Context: an optimization exercise on an open-source flow, tuned for small area, a short achievable clock period and few clock cycles per item. The choices shown serve that exercise and are no tape-out recipe. RTL that was checked went through simulation tests only; none was proved equivalent to the original. The RTL of runs 1 and 4 was laid out without a check of its function. Power and IR drop assume default switching activity.

### config.mk
export PLATFORM = sky130hd
export DESIGN_NAME = Int2Ieee754
export DESIGN_NICKNAME = Int2Ieee754
export VERILOG_FILES = /design/flow/design.v
export SDC_FILE = /design/flow/constraint.sdc
export NUM_CORES = 4
export LEC_CHECK = 0
export CAP_MARGIN = 20
export CORE_MARGIN = 2
export CORE_UTILIZATION = 40
export GPL_TIMING_DRIVEN = 0
export SLEW_MARGIN = 20
### constraint.sdc
create_clock -name core_clock -period 4.0 [get_ports {CLK}]
set_input_delay 0.8000 -clock core_clock [delete_from_list [all_inputs] [get_ports {CLK}]]
set_output_delay 0.8000 -clock core_clock [all_outputs]
set_load 0.01 [all_outputs]
### design.v
`timescale 1ns / 1ps
module Int2Ieee754
#
(
	parameter	inputDataLength	=	32
)
(
    input 	CLK,
    input 	RST,
    input	[inputDataLength-1:0] 		IntInput,
    input	inputCS,
	 output	reg 	[31:0] 		Data754,
    output 	reg					outputCS
    );
reg per_inputCS;
always @(posedge CLK or negedge RST) begin
	if (!RST)
		per_inputCS <= 1'b0;
	else
		per_inputCS <= inputCS;
end
wire start = inputCS & ~per_inputCS;
always @(*) outputCS = start;
wire [31:0] x = IntInput;
wire [7:0]  nzn;
genvar g;
generate for (g = 0; g < 8; g = g + 1) begin : nib
	assign nzn[g] = |x[4*g+3:4*g];
end endgenerate
wire [7:0] sel;
assign sel[7] = nzn[7];
generate for (g = 0; g < 7; g = g + 1) begin : one
	assign sel[g] = nzn[g] & ~|nzn[7:g+1];
end endgenerate
reg [31:0] c;
integer i;
always @(*) begin
	c = 32'd0;
	for (i = 0; i < 8; i = i + 1)
		c = c | ({32{sel[i]}} & (x << (28 - 4*i)));
end
wire [2:0] pi;
assign pi[2] = |nzn[7:4];
assign pi[1] = nzn[7] | nzn[6] | (~|nzn[5:4] & (nzn[3] | nzn[2]));
assign pi[0] = nzn[7] | (~nzn[6] & nzn[5]) | (~|nzn[6:4] & nzn[3]) | (~|nzn[6:2] & nzn[1]);
reg [26:0] rc;    
reg [2:0]  rp;
always @(posedge CLK) begin
	if (start) begin
		rc <= c[31:5];
		rp <= pi;
	end
end
wire        t3 = rc[26], t2 = rc[25], t1 = rc[24], t0 = rc[23];
wire        nz = t3 | t2 | t1 | t0;
reg  [22:0] f;
reg  [1:0]  pl;      
always @(*) begin
	if (t3)      begin f = rc[25:3]; pl = 2'd3; end
	else if (t2) begin f = rc[24:2]; pl = 2'd2; end
	else if (t1) begin f = rc[23:1]; pl = 2'd1; end
	else         begin f = rc[22:0]; pl = 2'd0; end
end
wire [4:0] p   = {rp, pl};
wire       p0  = (p == 5'd0);
wire [4:0] pm1 = p - 5'd1;
wire [7:0] e   = nz ? (p0 ? 8'd127 : {3'b100, pm1}) : 8'd0;
always @(*) Data754 = {1'b0, e, f};
endmodule
### flow/run.sh
#!/bin/bash
# The standard layout, with small buf_1 cells as the port buffers.
export BUFFER_PORTS_ARGS="-buffer_cell sky130_fd_sc_hd__buf_1"

bash standard.sh > standard.log 2>&1
### standard.sh
#!/bin/bash
# synth_recipe.tcl (not shown) runs the flow's synth.tcl, then flattens the netlist and writes it again
# the make line also repeats each setting of config.mk as NAME=value (left out here)
make -C /OpenROAD-flow-scripts/flow DESIGN_CONFIG=/design/flow/config.mk WORK_HOME=/design/flow/orfs CLKGATE_MAP_FILE= SYNTH_SCRIPT=/design/flow/synth_recipe.tcl "${@:-finish}"
==> run summary, run 1 <==
Hold Vio Cnt, Final=0; Synth Area in Compound Gates=34.58%; P_int=571.3 uW; CP Max Fanout=10; clock share of power=27.3%; CP Capture Type=output pin; clock buffer depth=2; asr flop ratio synth=3.226%; sequential share of the synthesized area=31.05%; Syn Std Cell Area=0.002982 mm2; static leakage=1.175 nW; Slew Limit Fails=0; I/O pin cnt=68; R2R depth=2; initial antenna violation count=0; die span in x=90.34 um; total iterations of the first detailed-routing run=5; startpoint type of the worst setup path=register; maximum VDD drop=0.1244 mV; Max Fclk=278.0 MHz; row count=31; multiplexer share of the synthesized area=7.050%; HP Class=primary input to async pin; share of post-route cells with drive strength above 1=6.697%; RD Place Congestion=0.9604; RSZ-0062 raised after global routing=false; Post-synth EDFFs=30; status=finished clean; Reg clk slew, reported paths=60 ps; setup violators final=0; PD cells=242.7 mW/mm2; fin crit share=89.91%; clock root cell=clkbuf_8; first-pass GRT wire length=14710 um; Core Util, Final=47.49%; Die Ht=90.34 um; top routing layer used=met4; top_reg_cell synth=edfxtp_1; sequential share of power=46.5%; largest family of logic cells by synthesized area=compound AO/OA/AOI/OAI gates; FF-to-FF setup slack=2910 ps; critical path class=register to output pin; Synth-to-Final Area Change=15.53%; DR vias=3239; max cap viols=0; WP data arrival=2800 ps; Detailed Place HPWL=6799 um; gr usage total=21.77%; area of the multi-input gates=0.001848 mm2; Post-Route WL=9164 um; Setup Skew=9.107 ps; later-pin clock latency in the skew report=280 ps; combinational share of power=26.2%; H-tree depth=2; Vias/cell=6.088; fin crit period=3597 ps; DRT iter0 DRCs=204; CTS sink count=31; Synth Area in Adders=0.4196%; Post-CTS Resized=0; syn_area_per_cell=8.169 um2; WL met3=619 um; largest net degree at the start of global routing=30; grt ovf=0; CP required=3200 ps; metal2 WL=4132 um; CTS Hold Bufs=0; Post-Syn Nets=401; vias in the first global route=2895; n_diodes=0; Gate Count Post-Synth=365; Sw Pwr=264.5 uW; wire per inst=17.23 um; Placeable Area=0.007253 mm2; RR Startpoint=per_inputCS; Ys Warns=1; remaining antenna violation count=0; FF-to-FF End=rc[15]; share of the synthesized area in the top cell type=30.21%; Reg area=925.9 um2; Final TNS setup=0 ps; top cell type by total area after synthesis=edfxtp_1; Synth Area in Simple Gates=19.35%; setup bufs post-CTS=0; max_slew headroom=23.92%; post-synth cell types=50; Met1 Wirelength=4061 um; Port-buffer cells=59; fillcell total=779; Worst-Margin Slew=1131 ps; Synth Register Bits=31; sw frac=31.65%; Post-Synth XOR/XNOR Area=0%; CTS tree=yes; die area=0.008160 mm2; DRC Markers=0; Starting Density=41.11%; Net count, final=468; total CTS buffers=5; most area-consuming cells after synthesis=edfxtp_1, o21ai_0, mux2i_1
==> routing by layer <==
| metal | global-route usage (%) | vias to the layer above |
|---|---|---|
| met3 | 2.671 | 29 |
| met4 | 10.26 | 0 |
| met2 | 34.21 | 162 |
| met1 | 29.87 | 1498 |
| met5 | 0 | - |
| li1 | - | 1550 |
==> worst max-delay path, cell delays in order, from the launching register on <==
cell and delay [ps]:
edfxtp_1 320, clkbuf_1 520, buf_1 490, a21o_1 200
inv_1 40, ha_1 190, nand2b_1 110, or3_1 110
clkbuf_1 190, nor2_1 80, buf_4 170, buf_1 110
==> Yosys cell counts (2+ instances only) <==
| cell type | count |
|---|---|
| nor4_2 | 2 |
| nor2b_1 | 3 |
| o22ai_1 | 3 |
| nor4b_1 | 6 |
| inv_1 | 10 |
| a41oi_1 | 2 |
| nor2_1 | 29 |
| nand2_1 | 39 |
| o311ai_0 | 4 |
| nor4_4 | 2 |
| o41a_1 | 4 |
| and3_1 | 3 |
| and4_1 | 3 |
| mux2i_1 | 21 |
| a311o_1 | 4 |
| o41ai_1 | 4 |
| edfxtp_1 | 30 |
| a21o_1 | 4 |
| clkbuf_1 | 29 |
| nand2b_1 | 3 |
| buf_2 | 6 |
| nor4_1 | 5 |
| buf_4 | 2 |
| a22oi_1 | 17 |
| a22o_1 | 3 |
| buf_6 | 2 |
| o211ai_1 | 8 |
| or4_1 | 5 |
| o21ai_0 | 45 |
| a221o_1 | 9 |
| a221oi_1 | 3 |
| a31oi_1 | 8 |
| a21oi_1 | 30 |
==> layout make-up <==
cell class / count / area share (%)
clock buffer: 5 / 1.998
inverter: 11 / 1.199
tap: 99 / 3.596
buffer: 40 / 5.231
multi-input combinational: 283 / 53.65
clock inverter: 3 / 0.4359
timing repair buffer: 60 / 7.011
sequential: 31 / 26.88
==> sequential cells by signal (all words and copies together), names as in the netlist <==
signal / cells
rc: 27
per_inputCS: 1
rp: 3
==> power groups by stage <==
| stage | clock [mW] | combinational (mW) | sequential [mW] |
|---|---|---|---|
| finish | 0.228 | 0.219 | 0.388 |
| global route | 0.247 | 0.241 | 0.390 |
| CTS | 0.238 | 0.215 | 0.388 |
| detailed placement | 0 | 0.215 | 0.395 |
| global placement | 0 | 0.210 | 0.395 |
| floorplan | 0 | 0.137 | 0.391 |
==> placed cells by master, fill, tap and decap left out, types with 3 or more instances in the layout <==
| cell | synthesis | routed |
|---|---|---|
| a22o_1 | 3 | 3 |
| a221oi_1 | 3 | 3 |
| nor2_1 | 29 | 29 |
| nor4_1 | 5 | 4 |
| and3_1 | 3 | 3 |
| a31oi_1 | 8 | 8 |
| mux2i_1 | 21 | 21 |
| clkbuf_1 | 29 | 29 |
| and4_1 | 3 | 3 |
| a21oi_1 | 30 | 30 |
| clkbuf_8 | 0 | 5 |
| o41a_1 | 4 | 4 |
| a311o_1 | 4 | 4 |
| a221o_1 | 9 | 9 |
| edfxtp_1 | 30 | 30 |
| buf_2 | 6 | 6 |
| nand2b_1 | 3 | 3 |
| o311ai_0 | 4 | 4 |
| o21ai_0 | 45 | 45 |
| nor4_2 | 2 | 3 |
| o22ai_1 | 3 | 3 |
| o211ai_1 | 8 | 8 |
| nor4b_1 | 6 | 6 |
| o41ai_1 | 4 | 4 |
| nand2_1 | 39 | 39 |
| a21o_1 | 4 | 4 |
| a22oi_1 | 17 | 17 |
| inv_1 | 10 | 10 |
| or4_1 | 5 | 5 |
| buf_1 | 1 | 60 |
==> logic make-up after synthesis <==
| group | count (synthesis) |
|---|---|
| compound gates | 154 |
| fa+ha+maj | 1 |
| buf+inv | 51 |
| flops | 31 |
| mux | 21 |
| other cells | 1 |
| simple gates | 106 |
==> worst max path at each step <==
| stage | startpoint | to | cells after the start |
|---|---|---|---|
| floorplan | inputCS | outputCS | 1 |
| global placement | inputCS | outputCS | 3 |
| detailed placement | rc[24] | Data754[29] | 11 |
| CTS | rc[24] | Data754[29] | 11 |
| global route | rc[24] | Data754[29] | 11 |
| finish | rc[24] | Data754[29] | 11 |
==> stage by stage <==
step	worst slack [ps]	cells	hold WS [ps]	instance area [um2]	power, mW
finish	403.5	532	285.2	3445	0.8358
detailed placement	697.5	524	575.9	3354	0.6096
CTS	377.8	532	273.8	3438	0.8416
global placement	227.2	523	561.8	3327	0.6046
floorplan	912.5	365	504.4	2982	0.5278
global route	179.2	532	277.7	3445	0.8784
==> run 2: changes to the inputs <==
--- a/design.v
+++ b/design.v
@@ -48,22 +48,20 @@
 always @(posedge CLK) begin
 	if (start) begin
-		rc <= c[31:5];
-		rp <= pi;
+		rc   <= c[31:5];
+		rp   <= pi;
 	end
 end
 wire        t3 = rc[26], t2 = rc[25], t1 = rc[24], t0 = rc[23];
-wire        nz = t3 | t2 | t1 | t0;
+wire [2:0]  rpm1 = rp - 3'd1;
+wire        rp0  = ~|rp;
 reg  [22:0] f;
-reg  [1:0]  pl;      
+reg  [7:0]  e;
 always @(*) begin
-	if (t3)      begin f = rc[25:3]; pl = 2'd3; end
-	else if (t2) begin f = rc[24:2]; pl = 2'd2; end
-	else if (t1) begin f = rc[23:1]; pl = 2'd1; end
-	else         begin f = rc[22:0]; pl = 2'd0; end
+	if (t3)      begin f = rc[25:3]; e = {3'b100, rp, 2'd2}; end
+	else if (t2) begin f = rc[24:2]; e = {3'b100, rp, 2'd1}; end
+	else if (t1) begin f = rc[23:1]; e = {3'b100, rp, 2'd0}; end
+	else if (t0) begin f = rc[22:0]; e = rp0 ? 8'd127 : {3'b100, rpm1, 2'd3}; end
+	else         begin f = rc[22:0]; e = 8'd0; end
 end
-wire [4:0] p   = {rp, pl};
-wire       p0  = (p == 5'd0);
-wire [4:0] pm1 = p - 5'd1;
-wire [7:0] e   = nz ? (p0 ? 8'd127 : {3'b100, pm1}) : 8'd0;
 always @(*) Data754 = {1'b0, e, f};
 endmodule
==> flow/run.sh (replaced) <==
#!/bin/bash
# The standard layout (standard.sh), with two changes:
#  - the port buffers are small buf_1 cells;
#  - synthesis maps the logic with flow/abc.script (an area-oriented ABC script)
#    instead of ORFS's abc_speed.script. Everything else in synthesis is
#    synth_recipe.tcl unchanged, so the registers are the standard synthesis's.
set -e
here=$(pwd)
export BUFFER_PORTS_ARGS="-buffer_cell sky130_fd_sc_hd__buf_1"
{
  echo "proc abc {args} { set i [lsearch -exact \$args -script]; if {\$i >= 0} { lset args [expr {\$i + 1}] $here/flow/abc.script }; yosys abc {*}\$args }"
  cat synth_recipe.tcl
} > my_synth.tcl
sed "s#SYNTH_SCRIPT=[^ ]*#SYNTH_SCRIPT=$here/my_synth.tcl#" standard.sh > my_standard.sh
bash my_standard.sh > standard.log 2>&1
==> flow/abc.script (new file) <==
strash
&get -n
&st
&dch
&nf -R 1000
&put
topo
--- a/config.mk
+++ b/config.mk
@@ -10,3 +10,4 @@
 export CORE_UTILIZATION = 40
 export GPL_TIMING_DRIVEN = 0
+export SETUP_SLACK_MARGIN = 1.8
 export SLEW_MARGIN = 20
==> run summary, run 2 <==
status=finished clean (unchanged); maximum VDD drop=0.1743 mV (was 0.1244 mV); initial antenna violation count=0 (unchanged); wire per inst=21.15 um (was 17.23 um); Port-buffer cells=66 (was 59); Ys Warns=1 (unchanged); PD cells=232.0 mW/mm2 (was 242.7 mW/mm2); Post-synth EDFFs=30 (unchanged); Syn Std Cell Area=0.002392 mm2 (was 0.002982 mm2); remaining antenna violation count=0 (unchanged); static leakage=1.595 nW (was 1.175 nW); later-pin clock latency in the skew report=290 ps (was 280 ps); Post-Syn Nets=295 (was 401); largest net degree at the start of global routing=16 (was 30); RD Place Congestion=0.9014 (was 0.9604); fin crit share=62.82% (was 89.91%); max cap viols=0 (unchanged); DRT iter0 DRCs=403 (was 204); DRC Markers=0 (unchanged); sequential share of the synthesized area=38.70% (was 31.05%); critical path class=register to output pin (unchanged); HP Class=primary input to async pin (unchanged); Gate Count Post-Synth=258 (was 365); CP Max Fanout=5 (was 10); die span in x=81.34 um (was 90.34 um); I/O pin cnt=68 (unchanged); Vias/cell=6.605 (was 6.088); share of post-route cells with drive strength above 1=45.96% (was 6.697%); CP Capture Type=output pin (unchanged); Top Registers=rc (27), rp (3), per_inputCS (1) (unchanged); row count=28 (was 31); Synth Register Bits=31 (unchanged); die area=0.006615 mm2 (was 0.008160 mm2); pre-CTS WS=982.7 ps (was 697.5 ps); clock buffer depth=2 (unchanged); Core Util, Final=70.42% (was 47.49%); final setup margin=1487 ps (was 403.5 ps); CTS sink count=31 (unchanged); H-tree depth=2 (unchanged); total CTS buffers=5 (unchanged); RSZ-0062 raised after global routing=true (was false); CP required=3200 ps (about the same); Net count, final=432 (was 468); share of the synthesized area in the top cell type=37.66% (was 30.21%); Worst-Margin Slew=865.3 ps (was 1131 ps); Detailed Place HPWL=5160 um (was 6799 um); Final TNS setup=0 ps (unchanged); final instance area=0.004120 mm2 (was 0.003445 mm2); Post-Route WL=9961 um (was 9164 um); Reg clk slew, reported paths=70 ps (was 60 ps); asr flop ratio synth=3.226% (unchanged); Hold Vio Cnt, Final=0 (unchanged); Max Fclk=398.0 MHz (was 278.0 MHz); n_diodes=0 (unchanged); startpoint type of the worst setup path=register (unchanged); setup violators final=0 (unchanged); Placement Cell Area=0.002943 mm2 (was 0.003354 mm2); first-pass GRT wire length=14340 um (was 14710 um); Slew Limit Fails=0 (unchanged); DR vias=3111 (was 3239); Synth-to-Final Area Change=72.23% (was 15.53%); Setup Skew=7.385 ps (was 9.107 ps); gr usage total=28.74% (was 21.77%); Starting Density=40.89% (was 41.11%); fin crit period=2513 ps (was 3597 ps); max_slew headroom=42.05% (was 23.92%); syn_area_per_cell=9.272 um2 (was 8.169 um2); Biggest register=rc (unchanged); WP data arrival=1710 ps (was 2800 ps); Placeable Area=0.005851 mm2 (was 0.007253 mm2); post-synth cell types=32 (was 50); top cell type by total area after synthesis=edfxtp_1 (unchanged); most frequent cells in the layout=nand2_1, buf_1, buf_4, edfxtp_1, a22oi_2 (was buf_1, o21ai_0, nand2_1); total iterations of the first detailed-routing run=6 (was 5); CTS tree=yes (unchanged); grt ovf=0 (unchanged); Die Ht=81.34 um (was 90.34 um); Post-synth top cells=nand2_1, a22oi_1, edfxtp_1, o21ai_0, mux2i_1 (was o21ai_0, nand2_1, a21oi_1, edfxtp_1); commonest non-fill, non-tap cell in the layout=nand2_1 (was buf_1); top-count cell post-synth=nand2_1 (was o21ai_0); vias in the first global route=2684 (was 2895); top_reg_cell synth=edfxtp_1 (unchanged); clock root cell=clkbuf_8 (unchanged); Largest register FFs=27 (unchanged); most area-consuming cells after synthesis=edfxtp_1, a22oi_1, mux2i_1 (was edfxtp_1, o21ai_0, mux2i_1); Final Hold Slack=260.0 ps (was 285.2 ps)
run 2: logic make-up (layout without fill, tap and decap cells):
group	count (synthesis)	after routing	share of synthesized area [%]
flops	31	31	38.70
buf+inv	7	135	1.412
compound gates	106	106	33.05
xor+xnor	1	1	0.3662
mux	21	21	8.787
fa+ha+maj	2	2	1.046
simple gates	89	99	16.47
other cells	1	1	0.1568
run 2: per-layer routing:
layer,vias up,share of wire (%),track usage (%)
li1,1369,-,-
met1,1473,40,39.52
met5,-,0,0
met2,232,48,44.67
met4,0,3.0,10.51
met3,37,9.4,5.889
run 2: area by class of cell:
cell class | count | area (um2)
Multi-Input combinational cell | 230 | 2026
Fill cell | 426 | 1730
Sequential cell | 31 | 925.9
Timing Repair Buffer | 120 | 924.6
Tap cell | 75 | 93.84
Clock buffer | 5 | 68.82
Clock inverter | 3 | 38.79
Inverter | 5 | 23.77
Buffer | 2 | 18.77
run 2: worst paths after layout:
path	depth (start not counted)	slack [ps]	to	start
worst min-delay path	1	260	per_inputCS	RST
max in group asynchronous	1	3640	per_inputCS	RST
min in group core_clock	1	680	per_inputCS	inputCS
worst max register to register	1	2480	rc[25]	per_inputCS
worst max-delay path	4	1490	Data754[27]	rc[26]
worst min register to register	1	850	rc[3]	per_inputCS
run 2: metrics by stage:
stage	power [mW]	instances
2_1_floorplan	0.4939	258
3_3_place_gp	0.5650	399
3_5_place_dp	0.5667	400
4_1_cts	0.9126	458
5_1_grt	0.9883	471
6_report	0.9560	471
run 2: report_power, final:
group | total, mW | leakage (nW) | switching [mW] | internal [mW]
Clock | 0.305 | 0.0556 | 0.122 | 0.182
Sequential | 0.393 | 0.291 | 0.0183 | 0.375
Combinational | 0.258 | 1.25 | 0.142 | 0.117
Total | 0.956 | 1.59 | 0.282 | 0.674
run 2: critical path, cell delays in order, from the launching register on:
cell	delay, ps
edfxtp_1	470
buf_4	180
or3_4	400
a22o_1	250
clkbuf_2	130
run 2: repair_timing:
item                                    4_1_cts  5_1_grt
pin swaps                                    32       35
endpoints found under the setup margin       60       56
buffers inserted                             40       10
gates resized for setup                      74       56
hold buffers                                  0        0
gates cloned                                 10        3
Testbench counts of run 2, summed over its fixed seeds: cycles 4,800, items 2,400.
==> run 3: changes to the inputs <==
--- a/config.mk
+++ b/config.mk
@@ -10,4 +10,4 @@
 export CORE_UTILIZATION = 40
 export GPL_TIMING_DRIVEN = 0
-export SETUP_SLACK_MARGIN = 1.8
+export SETUP_SLACK_MARGIN = 1.5
 export SLEW_MARGIN = 20
==> run summary, run 3 <==
Post-Route WL=8368 um (was 9961 um); Die Ht=81.34 um (unchanged); CP Max Fanout=5 (unchanged); startpoint type of the worst setup path=register (unchanged); Port-buffer cells=66 (unchanged); Hold Vio Cnt, Final=0 (unchanged); top_reg_cell synth=edfxtp_1 (unchanged); die area=0.006615 mm2 (unchanged); initial antenna violation count=0 (unchanged); total CTS buffers=5 (unchanged); share of post-route cells with drive strength above 1=17.68% (was 45.96%); setup violators final=0 (unchanged); WP data arrival=1650 ps (was 1710 ps); commonest non-fill, non-tap cell in the layout=buf_1 (was nand2_1); CTS sink count=31 (unchanged); Top Registers=rc (27), rp (3), per_inputCS (1) (unchanged); Reg area=925.9 um2 (unchanged); Worst-Margin Slew=861.5 ps (was 865.3 ps); sw frac=29.61% (was 29.52%); combinational share of power=23.1% (was 27.0%); Detailed Place HPWL=5043 um (was 5160 um); die span in x=81.34 um (unchanged); CTS Hold Bufs=0 (unchanged); maximum VDD drop=0.1192 mV (was 0.1743 mV); largest net degree at the start of global routing=29 (was 16); syn_area_per_cell=9.272 um2 (unchanged); RD Place Congestion=0.8890 (was 0.9014); I/O pin cnt=68 (unchanged); Max Fclk=408.7 MHz (was 398.0 MHz); row count=28 (unchanged); Syn Std Cell Area=0.002392 mm2 (unchanged); share of the synthesized area in the top cell type=37.66% (unchanged); Ys Warns=1 (unchanged); DR vias=2795 (was 3111); remaining antenna violation count=0 (unchanged); most frequent cells in the layout=buf_1, nand2_1, a22oi_1 (was nand2_1, buf_1, buf_4, edfxtp_1, a22oi_2); grt ovf=0 (unchanged); fillcell total=536 (was 426); first-pass GRT wire length=12330 um (was 14340 um); DRT iter0 DRCs=392 (was 403); clock root cell=clkbuf_8 (unchanged); final instance area=0.003256 mm2 (was 0.004120 mm2); DRC Markers=0 (unchanged); most area-consuming cells after synthesis=edfxtp_1, a22oi_1, mux2i_1 (unchanged); Post-synth top cells=nand2_1, a22oi_1, edfxtp_1, o21ai_0, mux2i_1 (unchanged); Synth Register Bits=31 (unchanged); HP Class=primary input to async pin (unchanged); PD cells=248.4 mW/mm2 (was 232.0 mW/mm2); Placeable Area=0.005851 mm2 (unchanged); Critical-path top delay cell=edfxtp_1 (unchanged); wire per inst=19.15 um (was 21.15 um); clock share of power=28.8% (was 31.9%); critical-path cell list=buf_12, or3_4, a22o_1, clkbuf_2 (was buf_4, or3_4, a22o_1, clkbuf_2); Vias/cell=6.396 (was 6.605); max cap viols=0 (unchanged); CP required=3200 ps (about the same); n_diodes=0 (unchanged); Placement Cell Area=0.002859 mm2 (was 0.002943 mm2); Sw Pwr=239.5 uW (was 282.2 uW); Synth-to-Final Area Change=36.09% (was 72.23%); CP delay by family, top=flip-flops (unchanged); top-count cell post-synth=nand2_1 (unchanged); sequential share of power=48.1% (was 41.1%); sequential share of the synthesized area=38.70% (unchanged); Largest register FFs=27 (unchanged); critical path class=register to output pin (unchanged); gr usage total=24.55% (was 28.74%); Net count, final=398 (was 432); CP Capture Type=output pin (unchanged); P_int=569.4 uW (was 673.8 uW); area of the multi-input gates=0.001652 mm2 (was 0.002026 mm2); vias in the first global route=2284 (was 2684); Final TNS setup=0 ps (unchanged); static leakage=1.143 nW (was 1.595 nW); Buf+Inv Stages, Crit Path=2 (unchanged); Reg clk slew, reported paths=60 ps (was 70 ps); Slew Limit Fails=0 (unchanged); CTS tree=yes (unchanged); post-synth cell types=32 (unchanged); total iterations of the first detailed-routing run=7 (was 6); asr flop ratio synth=3.226% (unchanged); max incr delay on CP=460 ps (was 470 ps); Starting Density=40.89% (unchanged); fin crit share=61.16% (was 62.82%); Setup Skew=4.539 ps (was 7.385 ps); Post-synth EDFFs=30 (unchanged); clock buffer depth=2 (unchanged); H-tree depth=2 (unchanged); status=finished clean (unchanged); later-pin clock latency in the skew report=290 ps (about the same); max_slew headroom=42.30% (was 42.05%); Biggest register=rc (unchanged); top cell type by total area after synthesis=edfxtp_1 (unchanged); Gate Count Post-Synth=258 (unchanged); RSZ-0062 raised after global routing=false (was true); Post-Syn Nets=295 (unchanged); fin crit period=2447 ps (was 2513 ps)
[run 3: cell counts after synthesis]
No cell type changed its count.
[run 3: power by group through the flow]
stage	clock, mW	sequential, mW	combinational (mW)
2_1_floorplan	0	0.396	0.0887
3_3_place_gp	0	0.401	0.154
3_5_place_dp	0	0.399	0.157
4_1_cts	0.237	0.389	0.175
5_1_grt	0.251	0.391	0.204
6_report	0.233	0.389	0.187
[run 3: repair_timing]
item / in CTS / in global routing
cloned: 3 / 2
pin swaps: 1 / 7
resized for setup: 10 / 10
setup endpoints to repair: 46 / 32
setup buffers: 17 / 7
[run 3: cell type report]
cell class / instances / share of cell area, %
inverters: 5 / 0.6149
flip-flops and latches: 31 / 28.44
repair buffers: 91 / 14.37
well taps: 75 / 2.882
plain buffers: 2 / 0.4612
clock inverters: 1 / 0.1537
multi-input cells: 225 / 50.73
clock buffers: 7 / 2.344
[run 3: through the flow]
step / total power, mW / hold WS [ps] / cells / setup slack, ps / utilization [%]
final: 0.8089 / 267.7 / 437 / 1554 / 55.65
after global routing: 0.8454 / 258.3 / 437 / 1472 / 55.65
after detailed placement: 0.5562 / 566.3 / 400 / 946.9 / 48.87
after global placement: 0.5552 / 562.7 / 399 / 955.9 / 48.61
after CTS: 0.8013 / 260.4 / 428 / 1508 / 53.94
after floorplan: 0.4848 / 504.4 / 258 / 1501 / -
[run 3: cells by family after synthesis]
| family | share of synthesized area [%] |
|---|---|
| AOI/OAI and AO/OA | 33.05 |
| xor gates and xnor gates | 0.3662 |
| adders and majority gates | 1.046 |
| buffers and inverters | 1.412 |
| DFF | 38.70 |
| muxes | 8.787 |
| other | 0.1568 |
| and+or+nand+nor | 16.47 |
[run 3: layer usage]
metal / wire, um / track usage, %
met4: 144 / 7.458
met5: 0 / 0
met1: 3615 / 34.73
met2: 3860 / 38.85
met3: 748 / 3.444
[run 3: worst paths after layout]
kind | slack [ps] | cells after the start | endpoint | start
min in group core_clock | 690 | 1 | per_inputCS | inputCS
setup reg to reg | 2480 | 1 | rc[7] | per_inputCS
hold / removal | 270 | 1 | per_inputCS | RST
setup / recovery | 1550 | 4 | Data754[27] | rc[24]
hold reg to reg | 860 | 1 | rc[26] | per_inputCS
max in group asynchronous | 3630 | 1 | per_inputCS | RST
==> run 4: changes to the inputs <==
--- a/design.v
+++ b/design.v
@@ -22,26 +22,12 @@
 wire start = inputCS & ~per_inputCS;
 always @(*) outputCS = start;
-wire [31:0] x = IntInput;
-wire [7:0]  nzn;
-genvar g;
-generate for (g = 0; g < 8; g = g + 1) begin : nib
-	assign nzn[g] = |x[4*g+3:4*g];
-end endgenerate
-wire [7:0] sel;
-assign sel[7] = nzn[7];
-generate for (g = 0; g < 7; g = g + 1) begin : one
-	assign sel[g] = nzn[g] & ~|nzn[7:g+1];
-end endgenerate
-reg [31:0] c;
-integer i;
-always @(*) begin
-	c = 32'd0;
-	for (i = 0; i < 8; i = i + 1)
-		c = c | ({32{sel[i]}} & (x << (28 - 4*i)));
-end
-wire [2:0] pi;
-assign pi[2] = |nzn[7:4];
-assign pi[1] = nzn[7] | nzn[6] | (~|nzn[5:4] & (nzn[3] | nzn[2]));
-assign pi[0] = nzn[7] | (~nzn[6] & nzn[5]) | (~|nzn[6:4] & nzn[3]) | (~|nzn[6:2] & nzn[1]);
+wire [31:0] x  = IntInput;
+wire        z4 = ~|x[31:16];
+wire [31:0] s4 = z4 ? {x[15:0], 16'd0} : x;
+wire        z3 = ~|s4[31:24];
+wire [31:0] s3 = z3 ? {s4[23:0], 8'd0} : s4;
+wire        z2 = ~|s3[31:28];
+wire [31:0] c  = z2 ? {s3[27:0], 4'd0} : s3;
+wire [2:0]  pi = ~{z4, z3, z2};
 reg [26:0] rc;    
 reg [2:0]  rp;
--- a/config.mk
+++ b/config.mk
@@ -10,4 +10,4 @@
 export CORE_UTILIZATION = 40
 export GPL_TIMING_DRIVEN = 0
-export SETUP_SLACK_MARGIN = 1.5
+export SETUP_SLACK_MARGIN = 1.4
 export SLEW_MARGIN = 20
==> run summary, run 4 <==
Top Registers=rc (27), rp (3), per_inputCS (1) (unchanged); setup violators final=0 (unchanged); WP data arrival=3330 ps (was 1650 ps); Synth-to-Final Area Change=60.64% (was 36.09%); Synth Register Bits=31 (unchanged); fin crit share=82.77% (was 61.16%); RSZ-0062 raised after global routing=true (was false); HP Class=primary input to async pin (unchanged); Total Power=875.7 uW (was 808.9 uW); first-pass GRT wire length=11920 um (was 12330 um); Critical-path top delay cell=nor4_2 (was edfxtp_1); row count=28 (unchanged); RR Startpoint=per_inputCS (unchanged); syn_area_per_cell=8.448 um2 (was 9.272 um2); Largest register FFs=27 (unchanged); Biggest register=rc (unchanged); DRC Markers=0 (unchanged); post-synth cell types=22 (was 32); CP Max Fanout=5 (unchanged); grt ovf=0 (unchanged); H-tree depth=2 (unchanged); max cap viols=0 (unchanged); share of post-route cells with drive strength above 1=29.93% (was 17.68%); Slew Limit Fails=0 (unchanged); CTS Hold Bufs=0 (unchanged); DR vias=2844 (was 2795); gr usage total=23.50% (was 24.55%); share of the synthesized area in the top cell type=37.29% (was 37.66%); clock root cell=clkbuf_8 (unchanged); Net count, final=447 (was 398); Post-synth top cells=mux2i_1, o21ai_0, nor2_1, a21oi_1 (was nand2_1, a22oi_1, edfxtp_1, o21ai_0, mux2i_1); later-pin clock latency in the skew report=280 ps (was 290 ps); remaining antenna violation count=0 (unchanged); fin crit period=3311 ps (was 2447 ps); Hold Vio Cnt, Final=0 (unchanged); Final Hold Slack=271.0 ps (was 267.7 ps); max_slew headroom=45.71% (was 42.30%); status=finished clean (unchanged); CTS tree=yes (unchanged); Worst-Margin Slew=810.7 ps (was 861.5 ps); CTS sink count=31 (unchanged); CP Capture Type=register (was output pin); FF-to-FF setup slack=2520 ps (was 2480 ps); most area-consuming cells after synthesis=edfxtp_1, mux2i_1, o21ai_0 (was edfxtp_1, a22oi_1, mux2i_1); total iterations of the first detailed-routing run=5 (was 7); CP required=4020 ps (was 3200 ps); Ys Warns=1 (unchanged); fillcell total=462 (was 536); maximum VDD drop=0.1198 mV (was 0.1192 mV); top cell type by total area after synthesis=edfxtp_1 (unchanged); final setup margin=689.2 ps (was 1554 ps); max incr delay on CP=270 ps (was 460 ps); Worst setup startpoint=IntInput[31] (was rc[24]); Post-synth EDFFs=30 (unchanged); Reg clk slew, reported paths=70 ps (was 60 ps); Die Ht=81.72 um (was 81.34 um); Gate Count Post-Synth=286 (was 258); Detailed Place HPWL=4635 um (was 5043 um); Setup Skew=2.842 ps (was 4.539 ps); PD cells=225.6 mW/mm2 (was 248.4 mW/mm2); most frequent cells in the layout=buf_1, mux2i_1, nor2_1 (was buf_1, nand2_1, a22oi_1); Core Util, Final=65.94% (was 55.65%); static leakage=1.513 nW (was 1.143 nW); initial antenna violation count=0 (unchanged); critical path class=primary input to register (was register to output pin); Post-Route WL=8554 um (was 8368 um); Port-buffer cells=66 (unchanged); top_reg_cell synth=edfxtp_1 (unchanged); Post-Syn Nets=323 (was 295); DRT iter0 DRCs=176 (was 392); pre-CTS WS=-593.6 ps (was 946.9 ps); n_diodes=0 (unchanged); critical-path cell list=buf_1, nor4_2, nand4_1, buf_8, buf_8, mux2i_4, nand4_1, nor2_4, clkinv_8, o21ai_4, nor4_4, buf_6, buf_12, buf_6, mux2i_2 (was buf_12, or3_4, a22o_1, clkbuf_2); total CTS buffers=5 (unchanged); clock buffer depth=2 (unchanged); die area=0.006678 mm2 (was 0.006615 mm2); I/O pin cnt=68 (unchanged); Syn Std Cell Area=0.002416 mm2 (was 0.002392 mm2); wire per inst=17.60 um (was 19.15 um); largest net degree at the start of global routing=34 (was 29); startpoint type of the worst setup path=primary input (was register); vias in the first global route=2480 (was 2284); Starting Density=41.05% (was 40.89%); sequential share of the synthesized area=38.32% (was 38.70%); die span in x=81.72 um (was 81.34 um); Vias/cell=5.852 (was 6.396); commonest non-fill, non-tap cell in the layout=buf_1 (unchanged); asr flop ratio synth=3.226% (unchanged); RD Place Congestion=0.8317 (was 0.8890); Placeable Area=0.005886 mm2 (was 0.005851 mm2); Max Fclk=302.0 MHz (was 408.7 MHz)
run 4: changes by cell type after synthesis, sizes merged, moves of 8 or more:
cell / before / now
a31oi: 0 / 12
mux2i: 21 / 45
nand2: 54 / 30
a222oi: 19 / 0
a21oi: 3 / 33
a221oi: 8 / 0
a22oi: 37 / 0
o21ai: 25 / 45
nor2: 7 / 40
run 4: stage by stage:
| step | area, um2 | TNS, ps | instances |
|---|---|---|---|
| floorplan | 2481 | -28880 | 286 |
| global route | 3881 | 0 | 486 |
| finish | 3881 | 0 | 486 |
| CTS | 3617 | 0 | 481 |
| global placement | 2823 | -60110 | 427 |
| detailed placement | 2944 | -12290 | 436 |
run 4: what timing repair did:
| item | in CTS | in global routing |
|---|---|---|
| setup buffers | 31 | 3 |
| gates resized for setup | 66 | 57 |
| setup endpoints to repair | 50 | 39 |
| cloned | 6 | 2 |
| pin swaps | 14 | 13 |
run 4: kinds of logic (layout without fill, tap and decap cells):
| logic type | count (synthesis) | after routing | synth area share, % |
|---|---|---|---|
| compound gates | 98 | 98 | 21.75 |
| mux | 45 | 45 | 18.64 |
| other cells | 1 | 1 | 0.1552 |
| flops | 31 | 31 | 38.32 |
| fa+ha+maj | 2 | 2 | 1.036 |
| simple gates | 102 | 104 | 18.70 |
| buf+inv | 7 | 130 | 1.398 |
run 4: report_power, final:
group / internal [mW] / switching, mW
clock network: 0.139 / 0.114
logic: 0.103 / 0.130
registers: 0.375 / 0.0149
total: 0.617 / 0.259
run 4: worst paths after layout:
check	endpoint	cells after the start
setup / recovery	rc[9]	15
hold / removal	per_inputCS	1
setup reg to reg	rc[11]	1
hold reg to reg	rp[2]	1
max in group asynchronous	per_inputCS	1
min in group core_clock	per_inputCS	1
run 4: final cells by class:
type                            instances  area, um2  area share [%]
Buffer                                  2      15.01          0.3868
Clock buffer                            7      86.33           2.224
Clock inverter                          1      5.005          0.1289
Inverter                                5      31.28          0.8059
Multi-Input combinational cell        250       1852           47.71
Sequential cell                        31      925.9           23.86
Tap cell                               75      93.84           2.418
Timing Repair Buffer                  114      863.3           22.24
Timing Repair inverter                  1      8.758          0.2257
run 4: layer usage:
metal	GRT usage [%]	part of all wire, %
met1	30.55	40
met2	39.84	49
met3	4.176	7.1
met4	7.167	3.8
met5	0	0
run 4: worst max-delay path, delay by kind of cell:
family	cells	cell delay [ps]
AO/OA/AOI/OAI	1	220
buffers and inverters	7	960
multiplexers	2	310
AND/OR/NAND/NOR	5	1040

-- afterwards: timing with drivers on the ports --
The flow's constraints put no driver on any port. The routed layouts listed below were extracted and timed again, unchanged, in two steps.
Step 1 assumes that a clkbuf_16 drives the clock port and a buf_2 every other input.
Step 2 also shifts input and output timing later by t, the mid clock arrival at the registers, as if the neighbouring blocks saw the same clock.
a / b / c = no drivers / after step 1 / after step 2; a / b = the first two.
| run | t (ns) | setup WS [ns] | worst slew at a driven data input, ns | cell pins on the clock port's net |
|---|---|---|---|---|
| run 1 | 0.302 | 0.403 / 0.376 / 0.678 | 0.03 | 1 |
| run 2 | 0.312 | 1.487 / 1.457 / 1.280 | 0.05 | 1 |
| run 3 | 0.309 | 1.553 / 1.525 / 1.274 | 0.04 | 1 |
| run 4 | 0.302 | 0.689 / 0.685 / 0.383 | 0.05 | 1 |
After both steps every run listed still meets setup and hold. For run 4, which loses most, drivers alone change the setup slack by -0.004 ns; drivers and shift together by -0.306 ns.
